What follows belongs to an exercise in optimizing a design on an open flow for small area; a production flow would make more cautious choices. In this exercise RTL edits were held to simulation tests only and were not proved equivalent to the original.

==> flow/design.v <==
module clz24(x, n);
  input [23:0] x;
  output reg [4:0] n;
  integer i;
  always @(*) begin
    n = 5'd0;
    for (i = 0; i < 24; i = i + 1)
      if (x[i]) n = 5'd23 - i;
  end
endmodule
module add7(a, b, s);
  input [6:0] a, b;
  output [6:0] s;
  wire [6:0] g0 = a & b, p0 = a | b, x = a ^ b;
  wire [6:0] g1 = g0 | (p0 & {g0[5:0], 1'b0}), p1 = p0 & {p0[5:0], 1'b0};
  wire [6:0] g2 = g1 | (p1 & {g1[4:0], 2'b00}), p2 = p1 & {p1[4:0], 2'b00};
  wire [6:0] g3 = g2 | (p2 & {g2[2:0], 4'b0000});
  assign s = x ^ {g3[5:0], 1'b0};
endmodule
module qsel4(y, d, q);
  input [6:0] y;
  input [2:0] d;
  output [3:0] q;
  wire signed [6:0] ys = y;
  reg ge2, gem1;
  always @(*) begin
    case (d)
      3'd0: begin ge2 = ys >= 7'sd12; gem1 = ys >= -7'sd13; end
      3'd1: begin ge2 = ys >= 7'sd14; gem1 = ys >= -7'sd15; end
      3'd2: begin ge2 = ys >= 7'sd15; gem1 = ys >= -7'sd16; end
      3'd3: begin ge2 = ys >= 7'sd16; gem1 = ys >= -7'sd17; end
      3'd4, 3'd5: begin ge2 = ys >= 7'sd19; gem1 = ys >= -7'sd20; end
      default: begin ge2 = ys >= 7'sd22; gem1 = ys >= -7'sd23; end
    endcase
  end
  wire ge1 = d[2] ? (ys >= 7'sd6) : (ys >= 7'sd4);
  wire ge0 = d[2] ? (ys >= -7'sd7) : (ys >= -7'sd5);
  assign q[3] = ge2;
  assign q[2] = ge1 & ~ge2;
  assign q[1] = gem1 & ~ge0;
  assign q[0] = ~gem1;
endmodule
module div(clk, div_a, div_b, div_z);
  input clk;
  input [31:0] div_a;
  input [31:0] div_b;
  output [31:0] div_z;
  wire [0:0] sign_1 = div_a[31] ^ div_b[31];
  wire a_e0 = div_a[30:23] == 8'd0, a_e1 = div_a[30:23] == 8'hff, a_f0 = div_a[22:0] == 23'd0;
  wire b_e0 = div_b[30:23] == 8'd0, b_e1 = div_b[30:23] == 8'hff, b_f0 = div_b[22:0] == 23'd0;
  wire a_nan = a_e1 & ~a_f0, a_inf = a_e1 & a_f0, a_zero = a_e0 & a_f0;
  wire b_nan = b_e1 & ~b_f0, b_inf = b_e1 & b_f0, b_zero = b_e0 & b_f0;
  wire nan_o = a_nan | b_nan | (a_inf & b_inf) | (a_zero & b_zero);
  wire inf_o = ~nan_o & ~b_inf & (a_inf | b_zero);
  wire zero_o = ~nan_o & ~inf_o & (b_inf | a_zero);
  wire [1:0] code_2 = {inf_o | zero_o, nan_o | zero_o};
  wire [4:0] clz_a, clz_b;
  clz24 u_clz_a (.x({~a_e0, div_a[22:0]}), .n(clz_a));
  clz24 u_clz_b (.x({~b_e0, div_b[22:0]}), .n(clz_b));
  wire [23:0] xa = {~a_e0, div_a[22:0]} << clz_a;
  wire [23:0] xb = {~b_e0, div_b[22:0]} << clz_b;
  wire [22:0] x_3 = xa[22:0];
  wire [22:0] d_4 = xb[22:0];
  wire [9:0] e_5 = ({2'b00, div_a[30:24], div_a[23] | a_e0} - {5'd0, clz_a}) - ({2'b00, div_b[30:24], div_b[23] | b_e0} - {5'd0, clz_b});
  reg [0:0] s1_sign;
  always @(posedge clk) s1_sign <= sign_1;
  reg [1:0] s1_code;
  always @(posedge clk) s1_code <= code_2;
  reg [22:0] s1_x;
  always @(posedge clk) s1_x <= x_3;
  reg [22:0] s1_d;
  always @(posedge clk) s1_d <= d_4;
  reg [9:0] s1_e;
  always @(posedge clk) s1_e <= e_5;
  wire [6:0] y_6 = {4'b0001, s1_x[22:20]};
  wire [3:0] qsel_7;   
  qsel4 u_qsel_7 (.y(y_6), .d(s1_d[22:20]), .q(qsel_7));
  wire pos_8 = qsel_7[3] | qsel_7[2];
  wire [26:0] dn_9 = {4'b0001, s1_d};
  wire [26:0] mag_10 = ({27{qsel_7[3] | qsel_7[0]}} & {dn_9[25:0], 1'b0}) | ({27{qsel_7[2] | qsel_7[1]}} & dn_9);
  wire [26:0] A_11 = mag_10 ^ {27{pos_8}};
  wire [26:0] ps_12 = {4'b0001, s1_x};
  wire [26:0] ws_13 = ~(ps_12 ^ A_11);
  wire [26:0] wc_14 = ~{ps_12[25:0] & A_11[25:0], pos_8};
  wire [2:0] qd_15 = {qsel_7[1] | qsel_7[0], qsel_7[3] | qsel_7[0], qsel_7[2] | qsel_7[1]};
  wire [6:0] y_16;
  add7 u_y_16 (.a(~ws_13[24:18]), .b(~wc_14[24:18]), .s(y_16));
  wire [3:0] qsel_17;   
  qsel4 u_qsel_17 (.y(y_16), .d(s1_d[22:20]), .q(qsel_17));
  reg [0:0] s2_sign;
  always @(posedge clk) s2_sign <= s1_sign;
  reg [1:0] s2_code;
  always @(posedge clk) s2_code <= s1_code;
  reg [22:0] s2_d;
  always @(posedge clk) s2_d <= s1_d;
  reg [9:0] s2_e;
  always @(posedge clk) s2_e <= s1_e;
  reg [26:0] s2_ws;
  always @(posedge clk) s2_ws <= ws_13;
  reg [26:0] s2_wc;
  always @(posedge clk) s2_wc <= wc_14;
  reg [2:0] s2_qd;
  always @(posedge clk) s2_qd <= qd_15;
  reg [3:0] s2_qs;
  always @(posedge clk) s2_qs <= qsel_17;
  wire pos_18 = s2_qs[3] | s2_qs[2];
  wire [26:0] dn_19 = {4'b0001, s2_d};
  wire [26:0] mag_20 = ({27{s2_qs[3] | s2_qs[0]}} & {dn_19[25:0], 1'b0}) | ({27{s2_qs[2] | s2_qs[1]}} & dn_19);
  wire [26:0] A_21 = mag_20 ^ {27{pos_18}};
  wire [26:0] ps_22 = ~{s2_ws[24:0], 2'b11};
  wire [26:0] pc_23 = ~{s2_wc[24:0], 2'b11};
  wire [26:0] ws_24 = ~(ps_22 ^ pc_23 ^ A_21);
  wire [26:0] mj_25 = (ps_22 & pc_23) | (ps_22 & A_21) | (pc_23 & A_21);
  wire [26:0] wc_26 = ~{mj_25[25:0], pos_18};
  wire [5:0] qd_27 = {s2_qd, {s2_qs[1] | s2_qs[0], s2_qs[3] | s2_qs[0], s2_qs[2] | s2_qs[1]}};
  wire [6:0] y_28;
  add7 u_y_28 (.a(~ws_24[24:18]), .b(~wc_26[24:18]), .s(y_28));
  wire [3:0] qsel_29;   
  qsel4 u_qsel_29 (.y(y_28), .d(s2_d[22:20]), .q(qsel_29));
  wire pos_30 = qsel_29[3] | qsel_29[2];
  wire [26:0] dn_31 = {4'b0001, s2_d};
  wire [26:0] mag_32 = ({27{qsel_29[3] | qsel_29[0]}} & {dn_31[25:0], 1'b0}) | ({27{qsel_29[2] | qsel_29[1]}} & dn_31);
  wire [26:0] A_33 = mag_32 ^ {27{pos_30}};
  wire [26:0] ps_34 = ~{ws_24[24:0], 2'b11};
  wire [26:0] pc_35 = ~{wc_26[24:0], 2'b11};
  wire [26:0] ws_36 = ~(ps_34 ^ pc_35 ^ A_33);
  wire [26:0] mj_37 = (ps_34 & pc_35) | (ps_34 & A_33) | (pc_35 & A_33);
  wire [26:0] wc_38 = ~{mj_37[25:0], pos_30};
  wire [8:0] qd_39 = {qd_27, {qsel_29[1] | qsel_29[0], qsel_29[3] | qsel_29[0], qsel_29[2] | qsel_29[1]}};
  reg [0:0] s3_sign;
  always @(posedge clk) s3_sign <= s2_sign;
  reg [1:0] s3_code;
  always @(posedge clk) s3_code <= s2_code;
  reg [22:0] s3_d;
  always @(posedge clk) s3_d <= s2_d;
  reg [9:0] s3_e;
  always @(posedge clk) s3_e <= s2_e;
  reg [26:0] s3_ws;
  always @(posedge clk) s3_ws <= ws_36;
  reg [26:0] s3_wc;
  always @(posedge clk) s3_wc <= wc_38;
  reg [8:0] s3_qd;
  always @(posedge clk) s3_qd <= qd_39;
  wire [6:0] y_40;
  add7 u_y_40 (.a(~s3_ws[24:18]), .b(~s3_wc[24:18]), .s(y_40));
  wire [3:0] qsel_41;   
  qsel4 u_qsel_41 (.y(y_40), .d(s3_d[22:20]), .q(qsel_41));
  wire pos_42 = qsel_41[3] | qsel_41[2];
  wire [26:0] dn_43 = {4'b0001, s3_d};
  wire [26:0] mag_44 = ({27{qsel_41[3] | qsel_41[0]}} & {dn_43[25:0], 1'b0}) | ({27{qsel_41[2] | qsel_41[1]}} & dn_43);
  wire [26:0] A_45 = mag_44 ^ {27{pos_42}};
  wire [26:0] ps_46 = ~{s3_ws[24:0], 2'b11};
  wire [26:0] pc_47 = ~{s3_wc[24:0], 2'b11};
  wire [26:0] ws_48 = ~(ps_46 ^ pc_47 ^ A_45);
  wire [26:0] mj_49 = (ps_46 & pc_47) | (ps_46 & A_45) | (pc_47 & A_45);
  wire [26:0] wc_50 = ~{mj_49[25:0], pos_42};
  wire [11:0] qd_51 = {s3_qd, {qsel_41[1] | qsel_41[0], qsel_41[3] | qsel_41[0], qsel_41[2] | qsel_41[1]}};
  wire [6:0] y_52;
  add7 u_y_52 (.a(~ws_48[24:18]), .b(~wc_50[24:18]), .s(y_52));
  reg [0:0] s4_sign;
  always @(posedge clk) s4_sign <= s3_sign;
  reg [1:0] s4_code;
  always @(posedge clk) s4_code <= s3_code;
  reg [22:0] s4_d;
  always @(posedge clk) s4_d <= s3_d;
  reg [9:0] s4_e;
  always @(posedge clk) s4_e <= s3_e;
  reg [26:0] s4_ws;
  always @(posedge clk) s4_ws <= ws_48;
  reg [26:0] s4_wc;
  always @(posedge clk) s4_wc <= wc_50;
  reg [11:0] s4_qd;
  always @(posedge clk) s4_qd <= qd_51;
  reg [6:0] s4_y;
  always @(posedge clk) s4_y <= y_52;
  wire [3:0] qsel_53;   
  qsel4 u_qsel_53 (.y(s4_y), .d(s4_d[22:20]), .q(qsel_53));
  wire pos_54 = qsel_53[3] | qsel_53[2];
  wire [26:0] dn_55 = {4'b0001, s4_d};
  wire [26:0] mag_56 = ({27{qsel_53[3] | qsel_53[0]}} & {dn_55[25:0], 1'b0}) | ({27{qsel_53[2] | qsel_53[1]}} & dn_55);
  wire [26:0] A_57 = mag_56 ^ {27{pos_54}};
  wire [26:0] ps_58 = ~{s4_ws[24:0], 2'b11};
  wire [26:0] pc_59 = ~{s4_wc[24:0], 2'b11};
  wire [26:0] ws_60 = ~(ps_58 ^ pc_59 ^ A_57);
  wire [26:0] mj_61 = (ps_58 & pc_59) | (ps_58 & A_57) | (pc_59 & A_57);
  wire [26:0] wc_62 = ~{mj_61[25:0], pos_54};
  wire [14:0] qd_63 = {s4_qd, {qsel_53[1] | qsel_53[0], qsel_53[3] | qsel_53[0], qsel_53[2] | qsel_53[1]}};
  wire [6:0] y_64;
  add7 u_y_64 (.a(~ws_60[24:18]), .b(~wc_62[24:18]), .s(y_64));
  wire [3:0] qsel_65;   
  qsel4 u_qsel_65 (.y(y_64), .d(s4_d[22:20]), .q(qsel_65));
  reg [0:0] s5_sign;
  always @(posedge clk) s5_sign <= s4_sign;
  reg [1:0] s5_code;
  always @(posedge clk) s5_code <= s4_code;
  reg [22:0] s5_d;
  always @(posedge clk) s5_d <= s4_d;
  reg [9:0] s5_e;
  always @(posedge clk) s5_e <= s4_e;
  reg [26:0] s5_ws;
  always @(posedge clk) s5_ws <= ws_60;
  reg [26:0] s5_wc;
  always @(posedge clk) s5_wc <= wc_62;
  reg [14:0] s5_qd;
  always @(posedge clk) s5_qd <= qd_63;
  reg [3:0] s5_qs;
  always @(posedge clk) s5_qs <= qsel_65;
  wire pos_66 = s5_qs[3] | s5_qs[2];
  wire [26:0] dn_67 = {4'b0001, s5_d};
  wire [26:0] mag_68 = ({27{s5_qs[3] | s5_qs[0]}} & {dn_67[25:0], 1'b0}) | ({27{s5_qs[2] | s5_qs[1]}} & dn_67);
  wire [26:0] A_69 = mag_68 ^ {27{pos_66}};
  wire [26:0] ps_70 = ~{s5_ws[24:0], 2'b11};
  wire [26:0] pc_71 = ~{s5_wc[24:0], 2'b11};
  wire [26:0] ws_72 = ~(ps_70 ^ pc_71 ^ A_69);
  wire [26:0] mj_73 = (ps_70 & pc_71) | (ps_70 & A_69) | (pc_71 & A_69);
  wire [26:0] wc_74 = ~{mj_73[25:0], pos_66};
  wire [17:0] qd_75 = {s5_qd, {s5_qs[1] | s5_qs[0], s5_qs[3] | s5_qs[0], s5_qs[2] | s5_qs[1]}};
  wire [6:0] y_76;
  add7 u_y_76 (.a(~ws_72[24:18]), .b(~wc_74[24:18]), .s(y_76));
  wire [3:0] qsel_77;   
  qsel4 u_qsel_77 (.y(y_76), .d(s5_d[22:20]), .q(qsel_77));
  wire pos_78 = qsel_77[3] | qsel_77[2];
  wire [26:0] dn_79 = {4'b0001, s5_d};
  wire [26:0] mag_80 = ({27{qsel_77[3] | qsel_77[0]}} & {dn_79[25:0], 1'b0}) | ({27{qsel_77[2] | qsel_77[1]}} & dn_79);
  wire [26:0] A_81 = mag_80 ^ {27{pos_78}};
  wire [26:0] ps_82 = ~{ws_72[24:0], 2'b11};
  wire [26:0] pc_83 = ~{wc_74[24:0], 2'b11};
  wire [26:0] ws_84 = ~(ps_82 ^ pc_83 ^ A_81);
  wire [26:0] mj_85 = (ps_82 & pc_83) | (ps_82 & A_81) | (pc_83 & A_81);
  wire [26:0] wc_86 = ~{mj_85[25:0], pos_78};
  wire [20:0] qd_87 = {qd_75, {qsel_77[1] | qsel_77[0], qsel_77[3] | qsel_77[0], qsel_77[2] | qsel_77[1]}};
  reg [0:0] s6_sign;
  always @(posedge clk) s6_sign <= s5_sign;
  reg [1:0] s6_code;
  always @(posedge clk) s6_code <= s5_code;
  reg [22:0] s6_d;
  always @(posedge clk) s6_d <= s5_d;
  reg [9:0] s6_e;
  always @(posedge clk) s6_e <= s5_e;
  reg [26:0] s6_ws;
  always @(posedge clk) s6_ws <= ws_84;
  reg [26:0] s6_wc;
  always @(posedge clk) s6_wc <= wc_86;
  reg [20:0] s6_qd;
  always @(posedge clk) s6_qd <= qd_87;
  wire [6:0] y_88;
  add7 u_y_88 (.a(~s6_ws[24:18]), .b(~s6_wc[24:18]), .s(y_88));
  wire [3:0] qsel_89;   
  qsel4 u_qsel_89 (.y(y_88), .d(s6_d[22:20]), .q(qsel_89));
  wire pos_90 = qsel_89[3] | qsel_89[2];
  wire [26:0] dn_91 = {4'b0001, s6_d};
  wire [26:0] mag_92 = ({27{qsel_89[3] | qsel_89[0]}} & {dn_91[25:0], 1'b0}) | ({27{qsel_89[2] | qsel_89[1]}} & dn_91);
  wire [26:0] A_93 = mag_92 ^ {27{pos_90}};
  wire [26:0] ps_94 = ~{s6_ws[24:0], 2'b11};
  wire [26:0] pc_95 = ~{s6_wc[24:0], 2'b11};
  wire [26:0] ws_96 = ~(ps_94 ^ pc_95 ^ A_93);
  wire [26:0] mj_97 = (ps_94 & pc_95) | (ps_94 & A_93) | (pc_95 & A_93);
  wire [26:0] wc_98 = ~{mj_97[25:0], pos_90};
  wire [23:0] qd_99 = {s6_qd, {qsel_89[1] | qsel_89[0], qsel_89[3] | qsel_89[0], qsel_89[2] | qsel_89[1]}};
  wire [6:0] y_100;
  add7 u_y_100 (.a(~ws_96[24:18]), .b(~wc_98[24:18]), .s(y_100));
  reg [0:0] s7_sign;
  always @(posedge clk) s7_sign <= s6_sign;
  reg [1:0] s7_code;
  always @(posedge clk) s7_code <= s6_code;
  reg [22:0] s7_d;
  always @(posedge clk) s7_d <= s6_d;
  reg [9:0] s7_e;
  always @(posedge clk) s7_e <= s6_e;
  reg [26:0] s7_ws;
  always @(posedge clk) s7_ws <= ws_96;
  reg [26:0] s7_wc;
  always @(posedge clk) s7_wc <= wc_98;
  reg [23:0] s7_qd;
  always @(posedge clk) s7_qd <= qd_99;
  reg [6:0] s7_y;
  always @(posedge clk) s7_y <= y_100;
  wire [3:0] qsel_101;   
  qsel4 u_qsel_101 (.y(s7_y), .d(s7_d[22:20]), .q(qsel_101));
  wire pos_102 = qsel_101[3] | qsel_101[2];
  wire [26:0] dn_103 = {4'b0001, s7_d};
  wire [26:0] mag_104 = ({27{qsel_101[3] | qsel_101[0]}} & {dn_103[25:0], 1'b0}) | ({27{qsel_101[2] | qsel_101[1]}} & dn_103);
  wire [26:0] A_105 = mag_104 ^ {27{pos_102}};
  wire [26:0] ps_106 = ~{s7_ws[24:0], 2'b11};
  wire [26:0] pc_107 = ~{s7_wc[24:0], 2'b11};
  wire [26:0] ws_108 = ~(ps_106 ^ pc_107 ^ A_105);
  wire [26:0] mj_109 = (ps_106 & pc_107) | (ps_106 & A_105) | (pc_107 & A_105);
  wire [26:0] wc_110 = ~{mj_109[25:0], pos_102};
  wire [26:0] qd_111 = {s7_qd, {qsel_101[1] | qsel_101[0], qsel_101[3] | qsel_101[0], qsel_101[2] | qsel_101[1]}};
  wire [6:0] y_112;
  add7 u_y_112 (.a(~ws_108[24:18]), .b(~wc_110[24:18]), .s(y_112));
  wire [3:0] qsel_113;   
  qsel4 u_qsel_113 (.y(y_112), .d(s7_d[22:20]), .q(qsel_113));
  reg [0:0] s8_sign;
  always @(posedge clk) s8_sign <= s7_sign;
  reg [1:0] s8_code;
  always @(posedge clk) s8_code <= s7_code;
  reg [22:0] s8_d;
  always @(posedge clk) s8_d <= s7_d;
  reg [9:0] s8_e;
  always @(posedge clk) s8_e <= s7_e;
  reg [26:0] s8_ws;
  always @(posedge clk) s8_ws <= ws_108;
  reg [26:0] s8_wc;
  always @(posedge clk) s8_wc <= wc_110;
  reg [26:0] s8_qd;
  always @(posedge clk) s8_qd <= qd_111;
  reg [3:0] s8_qs;
  always @(posedge clk) s8_qs <= qsel_113;
  wire pos_114 = s8_qs[3] | s8_qs[2];
  wire [26:0] dn_115 = {4'b0001, s8_d};
  wire [26:0] mag_116 = ({27{s8_qs[3] | s8_qs[0]}} & {dn_115[25:0], 1'b0}) | ({27{s8_qs[2] | s8_qs[1]}} & dn_115);
  wire [26:0] A_117 = mag_116 ^ {27{pos_114}};
  wire [26:0] ps_118 = ~{s8_ws[24:0], 2'b11};
  wire [26:0] pc_119 = ~{s8_wc[24:0], 2'b11};
  wire [26:0] ws_120 = ~(ps_118 ^ pc_119 ^ A_117);
  wire [26:0] mj_121 = (ps_118 & pc_119) | (ps_118 & A_117) | (pc_119 & A_117);
  wire [26:0] wc_122 = ~{mj_121[25:0], pos_114};
  wire [29:0] qd_123 = {s8_qd, {s8_qs[1] | s8_qs[0], s8_qs[3] | s8_qs[0], s8_qs[2] | s8_qs[1]}};
  wire [6:0] y_124;
  add7 u_y_124 (.a(~ws_120[24:18]), .b(~wc_122[24:18]), .s(y_124));
  wire [3:0] qsel_125;   
  qsel4 u_qsel_125 (.y(y_124), .d(s8_d[22:20]), .q(qsel_125));
  wire pos_126 = qsel_125[3] | qsel_125[2];
  wire [26:0] dn_127 = {4'b0001, s8_d};
  wire [26:0] mag_128 = ({27{qsel_125[3] | qsel_125[0]}} & {dn_127[25:0], 1'b0}) | ({27{qsel_125[2] | qsel_125[1]}} & dn_127);
  wire [26:0] A_129 = mag_128 ^ {27{pos_126}};
  wire [26:0] ps_130 = ~{ws_120[24:0], 2'b11};
  wire [26:0] pc_131 = ~{wc_122[24:0], 2'b11};
  wire [26:0] ws_132 = ~(ps_130 ^ pc_131 ^ A_129);
  wire [26:0] mj_133 = (ps_130 & pc_131) | (ps_130 & A_129) | (pc_131 & A_129);
  wire [26:0] wc_134 = ~{mj_133[25:0], pos_126};
  wire [32:0] qd_135 = {qd_123, {qsel_125[1] | qsel_125[0], qsel_125[3] | qsel_125[0], qsel_125[2] | qsel_125[1]}};
  reg [0:0] s9_sign;
  always @(posedge clk) s9_sign <= s8_sign;
  reg [1:0] s9_code;
  always @(posedge clk) s9_code <= s8_code;
  reg [22:0] s9_d;
  always @(posedge clk) s9_d <= s8_d;
  reg [9:0] s9_e;
  always @(posedge clk) s9_e <= s8_e;
  reg [26:0] s9_ws;
  always @(posedge clk) s9_ws <= ws_132;
  reg [26:0] s9_wc;
  always @(posedge clk) s9_wc <= wc_134;
  reg [32:0] s9_qd;
  always @(posedge clk) s9_qd <= qd_135;
  wire [6:0] y_136;
  add7 u_y_136 (.a(~s9_ws[24:18]), .b(~s9_wc[24:18]), .s(y_136));
  wire [3:0] qsel_137;   
  qsel4 u_qsel_137 (.y(y_136), .d(s9_d[22:20]), .q(qsel_137));
  wire pos_138 = qsel_137[3] | qsel_137[2];
  wire [26:0] dn_139 = {4'b0001, s9_d};
  wire [26:0] mag_140 = ({27{qsel_137[3] | qsel_137[0]}} & {dn_139[25:0], 1'b0}) | ({27{qsel_137[2] | qsel_137[1]}} & dn_139);
  wire [26:0] A_141 = mag_140 ^ {27{pos_138}};
  wire [26:0] ps_142 = ~{s9_ws[24:0], 2'b11};
  wire [26:0] pc_143 = ~{s9_wc[24:0], 2'b11};
  wire [26:0] ws_144 = ~(ps_142 ^ pc_143 ^ A_141);
  wire [26:0] mj_145 = (ps_142 & pc_143) | (ps_142 & A_141) | (pc_143 & A_141);
  wire [26:0] wc_146 = ~{mj_145[25:0], pos_138};
  wire [35:0] qd_147 = {s9_qd, {qsel_137[1] | qsel_137[0], qsel_137[3] | qsel_137[0], qsel_137[2] | qsel_137[1]}};
  wire [6:0] y_148;
  add7 u_y_148 (.a(~ws_144[24:18]), .b(~wc_146[24:18]), .s(y_148));
  reg [0:0] s10_sign;
  always @(posedge clk) s10_sign <= s9_sign;
  reg [1:0] s10_code;
  always @(posedge clk) s10_code <= s9_code;
  reg [22:0] s10_d;
  always @(posedge clk) s10_d <= s9_d;
  reg [9:0] s10_e;
  always @(posedge clk) s10_e <= s9_e;
  reg [26:0] s10_ws;
  always @(posedge clk) s10_ws <= ws_144;
  reg [26:0] s10_wc;
  always @(posedge clk) s10_wc <= wc_146;
  reg [35:0] s10_qd;
  always @(posedge clk) s10_qd <= qd_147;
  reg [6:0] s10_y;
  always @(posedge clk) s10_y <= y_148;
  wire [3:0] qsel_149;   
  qsel4 u_qsel_149 (.y(s10_y), .d(s10_d[22:20]), .q(qsel_149));
  wire pos_150 = qsel_149[3] | qsel_149[2];
  wire [26:0] dn_151 = {4'b0001, s10_d};
  wire [26:0] mag_152 = ({27{qsel_149[3] | qsel_149[0]}} & {dn_151[25:0], 1'b0}) | ({27{qsel_149[2] | qsel_149[1]}} & dn_151);
  wire [26:0] A_153 = mag_152 ^ {27{pos_150}};
  wire [26:0] ps_154 = ~{s10_ws[24:0], 2'b11};
  wire [26:0] pc_155 = ~{s10_wc[24:0], 2'b11};
  wire [26:0] ws_156 = ~(ps_154 ^ pc_155 ^ A_153);
  wire [26:0] mj_157 = (ps_154 & pc_155) | (ps_154 & A_153) | (pc_155 & A_153);
  wire [26:0] wc_158 = ~{mj_157[25:0], pos_150};
  wire [38:0] qd_159 = {s10_qd, {qsel_149[1] | qsel_149[0], qsel_149[3] | qsel_149[0], qsel_149[2] | qsel_149[1]}};
  wire [6:0] y_160;
  add7 u_y_160 (.a(~ws_156[24:18]), .b(~wc_158[24:18]), .s(y_160));
  wire [3:0] qsel_161;   
  qsel4 u_qsel_161 (.y(y_160), .d(s10_d[22:20]), .q(qsel_161));
  reg [0:0] s11_sign;
  always @(posedge clk) s11_sign <= s10_sign;
  reg [1:0] s11_code;
  always @(posedge clk) s11_code <= s10_code;
  reg [22:0] s11_d;
  always @(posedge clk) s11_d <= s10_d;
  reg [9:0] s11_e;
  always @(posedge clk) s11_e <= s10_e;
  reg [26:0] s11_ws;
  always @(posedge clk) s11_ws <= ws_156;
  reg [26:0] s11_wc;
  always @(posedge clk) s11_wc <= wc_158;
  reg [38:0] s11_qd;
  always @(posedge clk) s11_qd <= qd_159;
  reg [3:0] s11_qs;
  always @(posedge clk) s11_qs <= qsel_161;
  wire pos_162 = s11_qs[3] | s11_qs[2];
  wire [26:0] dn_163 = {4'b0001, s11_d};
  wire [26:0] mag_164 = ({27{s11_qs[3] | s11_qs[0]}} & {dn_163[25:0], 1'b0}) | ({27{s11_qs[2] | s11_qs[1]}} & dn_163);
  wire [26:0] A_165 = mag_164 ^ {27{pos_162}};
  wire [26:0] ps_166 = ~{s11_ws[24:0], 2'b11};
  wire [26:0] pc_167 = ~{s11_wc[24:0], 2'b11};
  wire [26:0] ws_168 = ~(ps_166 ^ pc_167 ^ A_165);
  wire [26:0] mj_169 = (ps_166 & pc_167) | (ps_166 & A_165) | (pc_167 & A_165);
  wire [26:0] wc_170 = ~{mj_169[25:0], pos_162};
  wire [41:0] qd_171 = {s11_qd, {s11_qs[1] | s11_qs[0], s11_qs[3] | s11_qs[0], s11_qs[2] | s11_qs[1]}};
  wire [26:0] ra_172 = ~ws_168;
  wire [26:0] rb_173 = ~wc_170;
  wire [26:0] rem_174 = ra_172 + rb_173;
  wire [0:0] nz_175 = (ra_172 ^ rb_173) != {ra_172[25:0] | rb_173[25:0], 1'b0};
  wire [27:0] qp_176 = {qd_171[40:39] & {2{~qd_171[41]}}, qd_171[37:36] & {2{~qd_171[38]}}, qd_171[34:33] & {2{~qd_171[35]}}, qd_171[31:30] & {2{~qd_171[32]}}, qd_171[28:27] & {2{~qd_171[29]}}, qd_171[25:24] & {2{~qd_171[26]}}, qd_171[22:21] & {2{~qd_171[23]}}, qd_171[19:18] & {2{~qd_171[20]}}, qd_171[16:15] & {2{~qd_171[17]}}, qd_171[13:12] & {2{~qd_171[14]}}, qd_171[10:9] & {2{~qd_171[11]}}, qd_171[7:6] & {2{~qd_171[8]}}, qd_171[4:3] & {2{~qd_171[5]}}, qd_171[1:0] & {2{~qd_171[2]}}};
  wire [27:0] qn_177 = {qd_171[40:39] & {2{qd_171[41]}}, qd_171[37:36] & {2{qd_171[38]}}, qd_171[34:33] & {2{qd_171[35]}}, qd_171[31:30] & {2{qd_171[32]}}, qd_171[28:27] & {2{qd_171[29]}}, qd_171[25:24] & {2{qd_171[26]}}, qd_171[22:21] & {2{qd_171[23]}}, qd_171[19:18] & {2{qd_171[20]}}, qd_171[16:15] & {2{qd_171[17]}}, qd_171[13:12] & {2{qd_171[14]}}, qd_171[10:9] & {2{qd_171[11]}}, qd_171[7:6] & {2{qd_171[8]}}, qd_171[4:3] & {2{qd_171[5]}}, qd_171[1:0] & {2{qd_171[2]}}};
  wire [26:0] q_178 = qp_176[26:0] - qn_177[26:0];
  wire [0:0] qneg_179 = rem_174[26];
  reg [0:0] s12_sign;
  always @(posedge clk) s12_sign <= s11_sign;
  reg [1:0] s12_code;
  always @(posedge clk) s12_code <= s11_code;
  reg [9:0] s12_e;
  always @(posedge clk) s12_e <= s11_e;
  reg [0:0] s12_nz;
  always @(posedge clk) s12_nz <= nz_175;
  reg [26:0] s12_q;
  always @(posedge clk) s12_q <= q_178;
  reg [0:0] s12_qneg;
  always @(posedge clk) s12_qneg <= qneg_179;
  wire [26:0] qc_180 = s12_q - {26'd0, s12_qneg};
  wire under = $signed(s12_e) < -10'sd126;
  wire [9:0] sh = -10'sd126 - s12_e;
  wire [4:0] sha = (sh[9:5] != 5'd0) ? 5'd31 : sh[4:0];
  wire norm = ~under & ~qc_180[26] & (s12_e != -10'sd126);
  wire [26:0] q2 = under ? (qc_180 >> sha) : norm ? {qc_180[25:0], 1'b0} : qc_180;
  wire [9:0] e1 = under ? -10'sd126 : norm ? s12_e - 10'd1 : s12_e;
  wire up = q2[2] & (q2[1] | q2[0] | s12_nz | q2[3]);
  wire [24:0] mr = {1'b0, q2[26:3]} + {24'd0, up};
  wire [9:0] field = mr[24] ? e1 + 10'd128 : mr[23] ? e1 + 10'd127 : 10'd0;
  wire ovf = ~field[9] & (field[8] | (&field[7:0]));
  wire [31:0] z_181 = (s12_code == 2'b01) ? {s12_sign, 31'h7fc00000} : ((s12_code == 2'b10) | ((s12_code == 2'b00) & ovf)) ? {s12_sign, 31'h7f800000} : (s12_code == 2'b11) ? {s12_sign, 31'd0} : {s12_sign, field[7:0], mr[22:0]};
  reg [31:0] s13_z;
  always @(posedge clk) s13_z <= z_181;
  reg [31:0] zd1;
  always @(posedge clk) zd1 <= s13_z;
  reg [31:0] zd2;
  always @(posedge clk) zd2 <= zd1;
  reg [31:0] zd3;
  always @(posedge clk) zd3 <= zd2;
  reg [31:0] zd4;
  always @(posedge clk) zd4 <= zd3;
  reg [31:0] zd5;
  always @(posedge clk) zd5 <= zd4;
  reg [31:0] zd6;
  always @(posedge clk) zd6 <= zd5;
  reg [31:0] zd7;
  always @(posedge clk) zd7 <= zd6;
  reg [31:0] zd8;
  always @(posedge clk) zd8 <= zd7;
  reg [31:0] zd9;
  always @(posedge clk) zd9 <= zd8;
  reg [31:0] zd10;
  always @(posedge clk) zd10 <= zd9;
  reg [31:0] zd11;
  always @(posedge clk) zd11 <= zd10;
  reg [31:0] zd12;
  always @(posedge clk) zd12 <= zd11;
  reg [31:0] zd13;
  always @(posedge clk) zd13 <= zd12;
  reg [31:0] zd14;
  always @(posedge clk) zd14 <= zd13;
  reg [31:0] zd15;
  always @(posedge clk) zd15 <= zd14;
  reg [31:0] zd16;
  always @(posedge clk) zd16 <= zd15;
  reg [31:0] zd17;
  always @(posedge clk) zd17 <= zd16;
  reg [31:0] zd18;
  always @(posedge clk) zd18 <= zd17;
  reg [31:0] zd19;
  always @(posedge clk) zd19 <= zd18;
  reg [31:0] zd20;
  always @(posedge clk) zd20 <= zd19;
  reg [31:0] zd21;
  always @(posedge clk) zd21 <= zd20;
  reg [31:0] zd22;
  always @(posedge clk) zd22 <= zd21;
  reg [31:0] zd23;
  always @(posedge clk) zd23 <= zd22;
  assign div_z = zd23;
endmodule
==> flow/run.sh <==
#!/bin/bash
# synth_recipe.tcl (not shown) runs the flow's synth.tcl, then flattens the netlist and writes it again
# the make line also repeats each setting of config.mk as NAME=value (left out here)
make -C /OpenROAD-flow-scripts/flow DESIGN_CONFIG=/design/flow/config.mk WORK_HOME=/design/flow/orfs CLKGATE_MAP_FILE= SYNTH_SCRIPT=/design/flow/synth_recipe.tcl finish
==> flow/config.mk <==
export PLATFORM = sky130hd
export DESIGN_NAME = div
export DESIGN_NICKNAME = div
export VERILOG_FILES = /design/flow/design.v
export SDC_FILE = /design/flow/constraint.sdc
export NUM_CORES = 4
export LEC_CHECK = 0
export ABC_AREA = 1
export CAP_MARGIN = 20
export CORE_MARGIN = 2
export CORE_UTILIZATION = 40
export CTS_BUF_LIST = sky130_fd_sc_hd__clkbuf_8
export CTS_CLUSTER_DIAMETER = 80
export CTS_CLUSTER_SIZE = 18
export SLEW_MARGIN = 20
==> flow/constraint.sdc <==
create_clock -name core_clock -period 6.5 [get_ports {clk}]
set_input_delay 1.3000 -clock core_clock [delete_from_list [all_inputs] [get_ports {clk}]]
set_output_delay 1.3000 -clock core_clock [all_outputs]
set_load 0.01 [all_outputs]
==> summary.txt, run 1 <==
- Largest regs: s11_qd x37, s10_qd x34
- Synth-to-Final Area Change: 8.88%
- Sequential area share after synthesis: 55.4%
- CTS Buffer Depth: 3
- Placed Area: ~0.073 mm²
- Mapped Avg Cell Area: about 10 µm²
- Cts hold-fix bufs: 0
- Clock sink count: ~1900
- Final #Nets: approximately 7600
- Maxcap violations: 0
- CTS tree: yes
- Largest family of logic cells by synthesized area: adder cells
- Mapped cell area: around 0.07 mm²
- Unique cell type count in the Yosys netlist: 69
- Asr flop ratio synth: 0%
- Relative slew margins: between 30% and 40%
- Die ar.: between 0.15 and 0.2 mm²
- Simple-gate area share of the yosys netlist: about 11%
- Final wirelength: between 100 and 150 mm
- Remaining antenna violation count: 0
- Adder-Cell Fraction of Synth Area: between 10 and 15%
- DR WL/cell: roughly 15 µm
- Core area: between 0.15 and 0.2 mm²
- EDFF count, synth: 0
- Pins Over Slew Limit: 0
- Mux cell area share after synthesis: less than 1%
- Vias: 43200
- Setup bufs post-CTS: 0
- Root Buffer: clkbuf_8
- Post-Synth XOR/XNOR Area: 6.02%
- Total track usage: about 16%
- Dpl hpwl: around 110 mm
- Number of global-route vias before repair: around 43000
- Fmax: about 170 MHz
- Initial antenna violation count: 3
- Routability cong.: 0.887
- Final Hold Viols: 0
- Most used DFF post-synth: dfxtp_1
- Setup-failing EPs final: 0
- Worst setup SP type: register
- DRC: 0
- Kind of end point of the critical path: register
- Standard-cell rows: 152
- Yosys warns: 3
- Initial Utilization: between 40% and 50%
- Final critical-path required period: slightly below 6000 ps
- Die height: roughly 420 µm
- Via/cell ratio: 4.62
- Worst-Margin Slew: approximately 980 ps
- Die Width: 421 µm
- Drt pass-1 iters: 6
- Total CTS buffers: 132
- Critical Path Fanout Max: 18
- Biggest register: s11_qd
- Violation count after the first detailed-route iteration: around 2600
- Setup TNS: 0 ps
- Flops & latches, synth: roughly 1900
- Cells after Synth: roughly 6800
- RSZ-0062 raised after global routing: no
- Reg clk slew, reported paths: approximately 110 ps
- Worst-Skew Late Latency: around 920 ps
- Clk_skew: approximately 40 ps
- Fraction of layout cells with a size suffix above 1: 5.24%
- Layout fillers: between 15000 and 20000
- Status: timing/DRC/antenna clean
- Synth Area in Compound Gates: under 10%
- Port bufs: 96
- GR Overflow Total: 0
- Hold/Removal Path Class: register to register
- Largest net degree at the start of global routing: 44
- Req. time, crit path: ~7300 ps
- Final non-filler cell area: roughly 0.076 mm²
- Max reg flops: 37
- Final design utilization: roughly 44%
- Top-level port count: 97
- Period utilization: approximately nine tenths
- CP arrival: about 6700 ps
- CTS resizes: 0
- Kind of critical path: register to register
- H-tree lvl count: 4
- First-pass GRT wire length: 227 mm
-- critical path: stages, from the launching register on --
cell      delay, ps
dfxtp_1         330
nor2_1          420
o22ai_1         160
xor2_1          190
fa_1            500
ha_1            260
fa_1            420
nand3_1         100
nand2_1          90
a21oi_1         140
o21bai_1         80
xor2_1          410
inv_1           200
nor3_1          220
nand2_1          70
a21oi_1         130
nor2_1           50
nand2_1          50
nor3b_1          40
a31oi_1         260
nand2_1         460
buf_4           330
nand2_1          60
o21ai_0          90
xor2_1          210
fa_1            460
-- per-stage QoR --
stage               worst slack (ps)  std cells  hold WS [ps]
floorplan                       1070       6825           310
global placement                 735       9166           310
detailed placement               661       9166           312
CTS                              631       9334           303
global route                     123       9336           311
finish                           643       9337           314
-- cells in the final DEF, fill, tap and decap left out, types with 12 or more instances in the layout --
master | netlist | routed
ha_1 | 263 | 263
clkinv_1 | 16 | 16
fa_1 | 276 | 276
clkbuf_8 | 0 | 134
nor3_1 | 61 | 61
xnor2_1 | 57 | 57
inv_1 | 1030 | 1032
o2111ai_1 | 15 | 15
clkdlybuf4s50_1 | 0 | 96
nand2_1 | 832 | 831
o22ai_1 | 266 | 266
or2_2 | 32 | 32
mux2i_1 | 28 | 28
a31oi_1 | 18 | 18
nor2_2 | 38 | 41
buf_4 | 5 | 83
nor2_1 | 347 | 344
nand2_2 | 11 | 12
dfxtp_1 | 1922 | 1922
nor4_1 | 21 | 21
a21oi_1 | 156 | 155
nand4_1 | 43 | 43
o31ai_1 | 25 | 25
o211ai_1 | 31 | 31
xor2_1 | 420 | 420
o21bai_1 | 27 | 27
nand3_1 | 332 | 332
o21ai_0 | 270 | 270
-- area by class of cell --
type                       instances  area, µm²  share of cell area (%)
antenna                            3       7.51                 0.00993
inverter                        1057       3970                    5.25
clock inverter                    34        454                   0.601
timing repair buffer             180       1600                    2.12
tap                             2310       2890                    3.82
clock buffer                     134       1840                    2.44
sequential                      1922      38500                    50.9
multi-input combinational       3697      26300                    34.8
-- cells in the mapped netlist, types with 5 or more instances --
master / instances / share of area (%)
o21ai_1: 7 / 0.050
mux2i_1: 28 / 0.40
nand4_1: 43 / 0.39
a31oi_1: 18 / 0.16
clkbuf_1: 103 / 0.56
a22oi_1: 8 / 0.087
inv_1: 1030 / 5.6
clkinv_1: 16 / 0.087
o21ai_0: 270 / 1.9
nor3_1: 61 / 0.44
nand3_2: 5 / 0.072
or2_2: 32 / 0.29
nand2_2: 11 / 0.099
buf_2: 17 / 0.12
fa_1: 276 / 8.0
buf_1: 18 / 0.097
xor2_1: 420 / 5.3
nor2_4: 6 / 0.097
nand3_1: 332 / 2.4
o21a_1: 6 / 0.065
nor2_1: 347 / 1.9
nand3b_1: 11 / 0.12
o211ai_1: 31 / 0.34
a41oi_1: 5 / 0.063
nor4_1: 21 / 0.19
o221ai_1: 6 / 0.076
a211oi_1: 10 / 0.11
dfxtp_1: 1922 / 55
o21bai_1: 27 / 0.29
nand2_1: 832 / 4.5
ha_1: 263 / 4.7
buf_4: 5 / 0.054
xnor2_1: 57 / 0.72
a2111oi_0: 5 / 0.063
o22ai_1: 266 / 2.4
a21oi_1: 156 / 1.1
inv_2: 11 / 0.059
o31ai_1: 25 / 0.27
o2111ai_1: 15 / 0.19
o311ai_0: 6 / 0.076
a221oi_1: 5 / 0.063
nor2_2: 38 / 0.34
and2_1: 7 / 0.063
-- final timing paths --
| path | start | end | slack, ps | cells past startpoint |
|---|---|---|---|---|
| worst max-delay path | s8_qs[1]$_DFF_P_ | s9_ws[14]$_DFF_P_ | 640 | 25 |
| worst min-delay path | zd21[18]$_DFF_P_ | zd22[18]$_DFF_P_ | 310 | 0 |
| worst max register to register | s8_qs[1]$_DFF_P_ | s9_ws[14]$_DFF_P_ | 640 | 25 |
| worst min register to register | zd21[18]$_DFF_P_ | zd22[18]$_DFF_P_ | 310 | 0 |
-- metal layers --
metal / routed length [µm] / track usage (%) / part of all wire [%] / up-vias
met5: 0 / 0 / 0 / -
met4: 4530 / 5.67 / 3.2 / 0
met3: 5360 / 2.47 / 3.8 / 222
met2: 65500 / 26.7 / 46 / 878
met1: 66600 / 21.2 / 47 / 20200
li1: - / - / - / 21900
-- cells by family (layout without fill, tap and decap cells) --
| logic type | Yosys count | after routing |
|---|---|---|
| flip-flops | 1922 | 1922 |
| AND/OR/NAND/NOR | 1756 | 1756 |
| buffers and inverters | 1206 | 1405 |
| AO/OA/AOI/OAI | 895 | 895 |
| adder cells (fa/ha/maj) | 539 | 539 |
| XOR/XNOR | 477 | 477 |
| multiplexers | 28 | 28 |
| other | 1 | 5 |
==> inputs of run 2 (changes only) <==
--- a/flow/config.mk
+++ b/flow/config.mk
@@ -9,7 +9,7 @@
 export CAP_MARGIN = 20
 export CORE_MARGIN = 2
 export CORE_UTILIZATION = 40
-export CTS_BUF_LIST = sky130_fd_sc_hd__clkbuf_8
-export CTS_CLUSTER_DIAMETER = 80
-export CTS_CLUSTER_SIZE = 18
+export CTS_BUF_LIST = sky130_fd_sc_hd__clkbuf_16
+export CTS_CLUSTER_DIAMETER = 120
+export CTS_CLUSTER_SIZE = 28
 export SLEW_MARGIN = 20
==> run 2 against run 1 <==
Largest cell class unchanged. Area after synthesis stayed put. Global-route usage is 0.19 points lower. Final area is 0.14% higher. First-iteration DRC count is 5.7% higher. Die area stayed put. Synthesized cell count stayed put. Sequential cell count stayed put. Still clean. Hold slack worse by 2.9 ps. Critical path type unchanged.
==> summary.txt, run 2 <==
- Maxcap violations: 0
- Core area: 0.172 mm²
- CTS resizes: 0
- Unique cell type count in the Yosys netlist: 69
- Cell mode on critical path: nand2_1
- GR Overflow Total: 0
- Final wirelength: 141 mm
- Hold/Removal Path Class: register to register
- Clock sink count: roughly 1900
- Worst R2R Start: s8_qs[1]$_DFF_P_
- Routability cong.: about 0.9
- Die Width: between 400 and 500 µm
- Worst-Margin Slew: 1010 ps
- Top-level port count: just under 100
- Port bufs: 96
- Final non-filler cell area: around 0.076 mm²
- Setup TNS: 0 ps
- Remaining antenna violation count: 0
- Worst setup SP type: register
- Number of global-route vias before repair: 42200
- CTS tree: yes
- FF-to-FF setup slack: 620 ps
- H-tree lvl count: 3
- Final #Nets: 7544
- CP arrival: roughly 6500 ps
- Most used DFF post-synth: dfxtp_1
- DRC: 0
- CTS Buffer Depth: 3
- Fraction of layout cells with a size suffix above 1: 4.36%
- Setup-failing EPs final: 0
- Kind of critical path: register to register
- Largest regs: s11_qd x37, s10_qd x34
- Max reg flops: 37
- Biggest register: s11_qd
- Post-synth top area share: 55.4%
- Synth Area in Compound Gates: between 7 and 8%
- Most frequent cells in the layout: dfxtp_1, inv_1, nand2_1, xor2_1, nor2_1
- Post-synth top area cell: dfxtp_1
- Vias: between 40000 and 50000
- Hold Startpoint: s10_e[4]$_DFF_P_
- Hold Path Sink: s11_e[4]$_DFF_P_
- Cts hold-fix bufs: 0
- Initial antenna violation count: 2
- Yosys warns: 3
- Total CTS buffers: 82
- Simple-gate area share of the yosys netlist: 11.0%
- R2r worst-path depth: 25
- Die ar.: about 0.18 mm²
- Reg clk slew, reported paths: ~110 ps
- Total track usage: approximately 16%
- Fmax: around 170 MHz
- Initial Utilization: about two fifths
- Crit Reg-Reg Endpoint: s9_ws[14]$_DFF_P_
- Mapped Avg Cell Area: about 10 µm²
- Clk_skew: 38.2 ps
- Flops & latches, synth: ~1900
- Slowest CP cell: fa_1
- EDFF count, synth: 0
- Kind of end point of the critical path: register
- Drt pass-1 iters: 6
- Synth-to-Final Area Change: 9.03%
- Cells after Synth: slightly below 7000
- DR WL/cell: approximately 15 µm
- Worst-Skew Late Latency: 730 ps
- Dpl hpwl: about 110 mm
- Relative slew margins: 32.7%
- Standard-cell rows: between 150 and 200
- Die height: about 420 µm
- Critical Path Fanout Max: 18
- Synth area leaders: dfxtp_1, fa_1, inv_1
- Root Buffer: clkbuf_16
- Violation count after the first detailed-route iteration: ~2800
- Mapped cell area: 0.0694 mm²
- Req. time, crit path: slightly above 7000 ps
- Top delay family on crit path: adder cells
- Adder-Cell Fraction of Synth Area: around 13%
- Final critical-path required period: between 5000 and 6000 ps
- First-pass GRT wire length: 226 mm
- Asr flop ratio synth: 0%
- Mux cell area share after synthesis: less than 1%
- Largest family of logic cells by synthesized area: adder cells
- Status: timing/DRC/antenna clean
- Placed Area: 0.0733 mm²
- Via/cell ratio: roughly 4.6
- Top-count cell post-synth: dfxtp_1
- Period utilization: approximately nine tenths
- Hold depth: 0
- Final Hold Viols: 0
- Setup bufs post-CTS: 0
- Commonest non-fill, non-tap cell in the layout: dfxtp_1
- Post-Synth XOR/XNOR Area: 6.02%
- Largest net degree at the start of global routing: 44
- Sequential area share after synthesis: 55.4%
- Synth top cells by count: dfxtp_1, inv_1, nand2_1, xor2_1, nor2_1
- Pins Over Slew Limit: 0
- RSZ-0062 raised after global routing: no
- Max incr delay on CP: 500 ps
- Sum of buffers and inverters on the critical path: 2
## run 2: cell count changes in the layout (fill, tap and decap cells not counted), sizes merged
| cell | delta |
|---|---|
| bufinv | -2 |
| clkbuf | -52 |
| clkinv | +3 |
| clkinvlp | -4 |
| diode | -2 |
| inv | -12 |
## run 2: cell families after synthesis
kind of cell / count (synthesis)
xor+xnor: 477
compound gates: 895
buf+inv: 1206
mux: 28
other cells: 1
simple gates: 1756
fa+ha+maj: 539
flops: 1922
## run 2: per-layer routing
metal / up-vias / global-route usage (%) / routed length, µm / share of wire, %
li1: 21800 / - / - / -
met1: 20000 / 21.1 / 66500 / 47
met2: 860 / 26.8 / 65300 / 46
met3: 191 / 1.78 / 5000 / 3.5
met4: 0 / 5.50 / 4410 / 3.1
met5: - / 0 / 0 / 0
## run 2: how the worst max path moves through the flow
stage	cells past startpoint	slack (ps)	endpoint	start
floorplan	28	1070	s9_ws[22]$_DFF_P_	s8_qs[3]$_DFF_P_
global placement	25	730	s9_ws[12]$_DFF_P_	s8_qs[1]$_DFF_P_
detailed placement	25	660	s9_ws[14]$_DFF_P_	s8_qs[1]$_DFF_P_
CTS	25	630	s9_ws[14]$_DFF_P_	s8_qs[1]$_DFF_P_
global route	26	110	s9_ws[14]$_DFF_P_	s8_qs[2]$_DFF_P_
finish	25	620	s9_ws[14]$_DFF_P_	s8_qs[1]$_DFF_P_
## run 2: layout make-up
class	instances	area, µm²
fill	16500	96300
multi-input combinational	3697	26300
tap	2310	2890
antenna	1	2.50
clock buffer	82	2050
clock inverter	19	355
inverter	1057	3970
timing repair buffer	180	1600
sequential	1922	38500
## run 2: through the flow
step	worst slack (ps)	util [%]	hold WS, ps	instances
6_report	616	44.0	311	9268
5_1_grt	110	44.0	319	9268
4_1_cts	630	44.0	311	9267
3_5_place_dp	661	42.6	312	9166
3_3_place_gp	735	42.6	310	9166
2_1_floorplan	1070	-	310	6825

-- static timing again, ports no longer ideal --
How much do the figures lean on ideal ports? The routed layouts below were timed once more, with nothing changed but the port constraints.
Step 1 (the two cells are an assumption about what drives the block):
set clk [get_ports {clk}]
set_driving_cell -lib_cell sky130_fd_sc_hd__clkbuf_16 $clk
set_driving_cell -lib_cell sky130_fd_sc_hd__buf_2 [delete_from_list [all_inputs] $clk]
Step 2 adds t to the input delays and takes it off the output delays; t is the mean of the earliest and latest rising clock arrival at the registers after step 1. Input paths then give back, and output paths get back, about the clock's delay inside the block.
a / b / c = ideal ports / drivers / drivers and shift; a / b = the first two.
run	t (ns)	setup slack, ns	worst setup path at the end	worst data-port slew with drivers (ns)
run 1	0.968	0.643 / 0.643 / 0.643	register to register	0.04
run 2	0.788	0.616 / 0.616 / 0.616	register to register	0.04
After both steps every run listed still meets setup and hold.
